This design comes from an exercise in tuning for a short achievable clock period and few clock cycles on the open sky130 flow, not from production work. Where RTL was checked, it was by simulation tests only, not by an equivalence proof against the original. No activity file was given, so power comes from the tool's default toggle rates.

## build 11
## cpu
module cpu (
    input  logic       CLOCK
  , input  logic       RESET
  , input  logic [7:0] read_bus
  , output logic [3:0] ctrl_bus
  , output logic [7:0] addr_bus
  , output logic [7:0] write_bus
  , output logic [7:0] OUT
);
For scale: ~2,500 cells after synthesis, about 360 flip-flops, about 0.019 mm2 of cells after synthesis.
Settings: LEC_CHECK=0, CAP_MARGIN=20, CORE_MARGIN=2, CORE_UTILIZATION=40, SETUP_SLACK_MARGIN=2.5, SLEW_MARGIN=20; clock period 4.0 ns.
run.sh (not shown) runs the stock make flow with config.mk's settings and CLKGATE_MAP_FILE= SYNTH_SCRIPT=/design/flow/synth_recipe.tcl, a recipe that flattens the netlist after the stock synthesis.
Here is what was changed in the inputs of build 83 compared with build 11.
--- a/flow/design.v
+++ b/flow/design.v
@@ -378,57 +378,57 @@
         fp     <= rd_a;
         fpx    <= 1'b0;
       end else if (room) begin
         addr_q <= fa;
         wr_q   <= 1'b0;
         pv     <= 1'b1;
         fp     <= fa;
         fpx    <= 1'b0;
       end else begin
         wr_q   <= 1'b0;
         pv     <= 1'b0;
       end
-      a    <= pick(a_sel, sum_e, sum_m, last, ey, read_bus) | ({8{a_hold}} & a);
-      sp   <= pick(sp_sel, sum_e, sum_m, last, ey, read_bus) | ({8{sp_hold}} & sp)
-            | ({8{sp_dsel}} & sp_dec) | ({8{sp_isel}} & sp_inc);
-      last <= pick(l_sel, sum_e, sum_m, last, ey, read_bus) | ({8{l_hold}} & last);
-      wd_q <= pick(w_sel, sum_e, sum_m, last, ey, read_bus) | ({8{w_hold}} & wd_q);
-      if (f_e) begin fc <= ec; fz <= ez; fs <= es; fo <= eo; fu <= eu; end
-      if (f_m) begin fc <= mc; fz <= mz; fs <= ms; fo <= mo; fu <= mu; end
+      a    <= pick(a_sel & {5{xv}}, sum_e, sum_m, last, ey, read_bus) | ({8{a_hold | ~xv}} & a);
+      sp   <= pick(sp_sel & {5{xv}}, sum_e, sum_m, last, ey, read_bus) | ({8{sp_hold | ~xv}} & sp)
+            | ({8{sp_dsel & xv}} & sp_dec) | ({8{sp_isel & xv}} & sp_inc);
+      last <= pick(l_sel & {5{xv}}, sum_e, sum_m, last, ey, read_bus) | ({8{l_hold | ~xv}} & last);
+      wd_q <= pick(w_sel & {5{xv}}, sum_e, sum_m, last, ey, read_bus) | ({8{w_hold | ~xv}} & wd_q);
+      if (f_e & xv) begin fc <= ec; fz <= ez; fs <= es; fo <= eo; fu <= eu; end
+      if (f_m & xv) begin fc <= mc; fz <= mz; fs <= ms; fo <= mo; fu <= mu; end
       if (x_free) begin
         x_ex <= dload;
         x_a1 <= 1'b0; x_a2 <= 1'b0; x_a3 <= 1'b0;
         x_done <= dload & ~vu0[U_R1] & ~vu0[U_R2];
         x_free <= ~dload | (~vu0[U_R1] & ~vu0[U_R2]);
       end else begin
         x_ex <= 1'b0;
         x_a1 <= x_ex;
         x_a2 <= x_a1 & p_r1 & p_r2;
         x_a3 <= (x_a1 & ~(p_r1 & p_r2)) | x_a2;
         x_done <= (x_a1 & ~(p_r1 & p_r2)) | x_a2;
         x_free <= (x_a1 & ~(p_r1 & p_r2)) | x_a2;
       end
       if (x_a2) begin
         opy <= read_bus ^ {8{p_cmp}}; inv_rb <= 1'b0; m_cin <= p_cmp;
       end else if (x_a1 & ~p_r2) begin
         opy <= (({8{p_xa}} & a) | ({8{p_xsp}} & sp)) ^ {8{p_cmp}}; inv_rb <= p_cmp; m_cin <= 1'b0;
       end else if (x_a1 & ~p_r1) begin
         opy <= (({8{p_ya}} & a) | ({8{p_ysp}} & sp) | ({8{p_yimm}} & p_sb)) ^ {8{p_cmp}};
         inv_rb <= 1'b0; m_cin <= p_cmp;
       end
       begin
         logic nx_ex, nx_a3, nx_z, cm, c_add, c_cmp, c_dsta, c_dstsp, c_push, c_pop, c_w;
         logic [4:0] roh;
-        nx_ex = x_free & dload & vu0[U_ALU] & ~vu0[U_R1] & ~vu0[U_R2];
-        nx_z  = x_free & dload & vu0[U_Z];
+        nx_ex = x_free & ~xfl & vu0[U_ALU] & ~vu0[U_R1] & ~vu0[U_R2];
+        nx_z  = x_free & ~xfl & vu0[U_Z];
         nx_a3 = (x_a1 & ~(p_r1 & p_r2)) | x_a2;
         c_add   = nx_ex ? vu0[U_ADD]   : p_add;
         c_cmp   = nx_ex ? vu0[U_CMP]   : p_cmp;
         c_dsta  = nx_ex ? vu0[U_DSTA]  : p_dsta;
         c_dstsp = nx_ex ? vu0[U_DSTSP] : p_dstsp;
         c_push  = nx_ex ? vu0[U_PUSH]  : p_push;
         c_pop   = nx_ex ? vu0[U_POP]   : p_pop;
         c_w     = nx_ex ? vu0[U_W]     : p_w;
         cm = nx_ex | nx_a3;
         if (nx_ex) roh = {1'b0, ~c_add & ~c_cmp, c_cmp, 1'b0, c_add};
         else       roh = {~c_add & ~c_cmp, 1'b0, c_cmp, c_add, 1'b0};
         roh = roh & {5{cm}};
[summary]
[compare] base=build 11 new=build 83: final critical delay including setup and external delays now smaller, multi-input gate area in the final layout grew by 6.0%, ratio of final minimum period to clock period shows a reduction of 3.6 points, sequential cell fraction of total power lower, global routing met1 resource utilization higher.
Going from build 11 to build 83, initial antenna violation count shrinks by 1.
First-pass iteration count of the detailed router delta for build 83 relative to build 11: 5 higher
Delta (build 83 minus build 11): number of signal-net inverters in the final layout higher, first-pass GRT wire length higher, routed wire length higher.
Build 83 — share of total power in the clock network 0.4 points higher, build 11 as reference
Testbench counts of build 83, summed over its fixed seeds: cycles 23,184.
For build 11, only the layout was checked, not whether the RTL still works.

afterwards: timing with drivers on the ports:
In the flow no input, the clock included, has a driving cell. The finished layouts below were timed again as built, in two steps.
Step 1, drivers: a clkbuf_16 drives CLOCK and a buf_2 each remaining input, both assumed.
Step 2 adds t to the input delays and takes it off the output delays; t is the mean of the earliest and latest rising clock arrival at the registers after step 1. Input paths then give back, and output paths get back, about the clock's delay inside the block.
Slacks: no drivers / after step 1 / after step 2; pairs: no drivers / after step 1.
| run | shift t [ns] | slack for setup (ns) | cell pins on the clock port's net |
|---|---|---|---|
| build 11 | 0.629 | 1.249 / 1.249 / 1.062 | 1 |
| build 83 | 0.628 | 1.392 / 1.392 / 1.084 | 1 |
After both steps setup and hold are still met in every run listed. For build 83, which loses most, drivers alone change the setup slack by 0.000 ns; drivers and shift together by -0.308 ns.
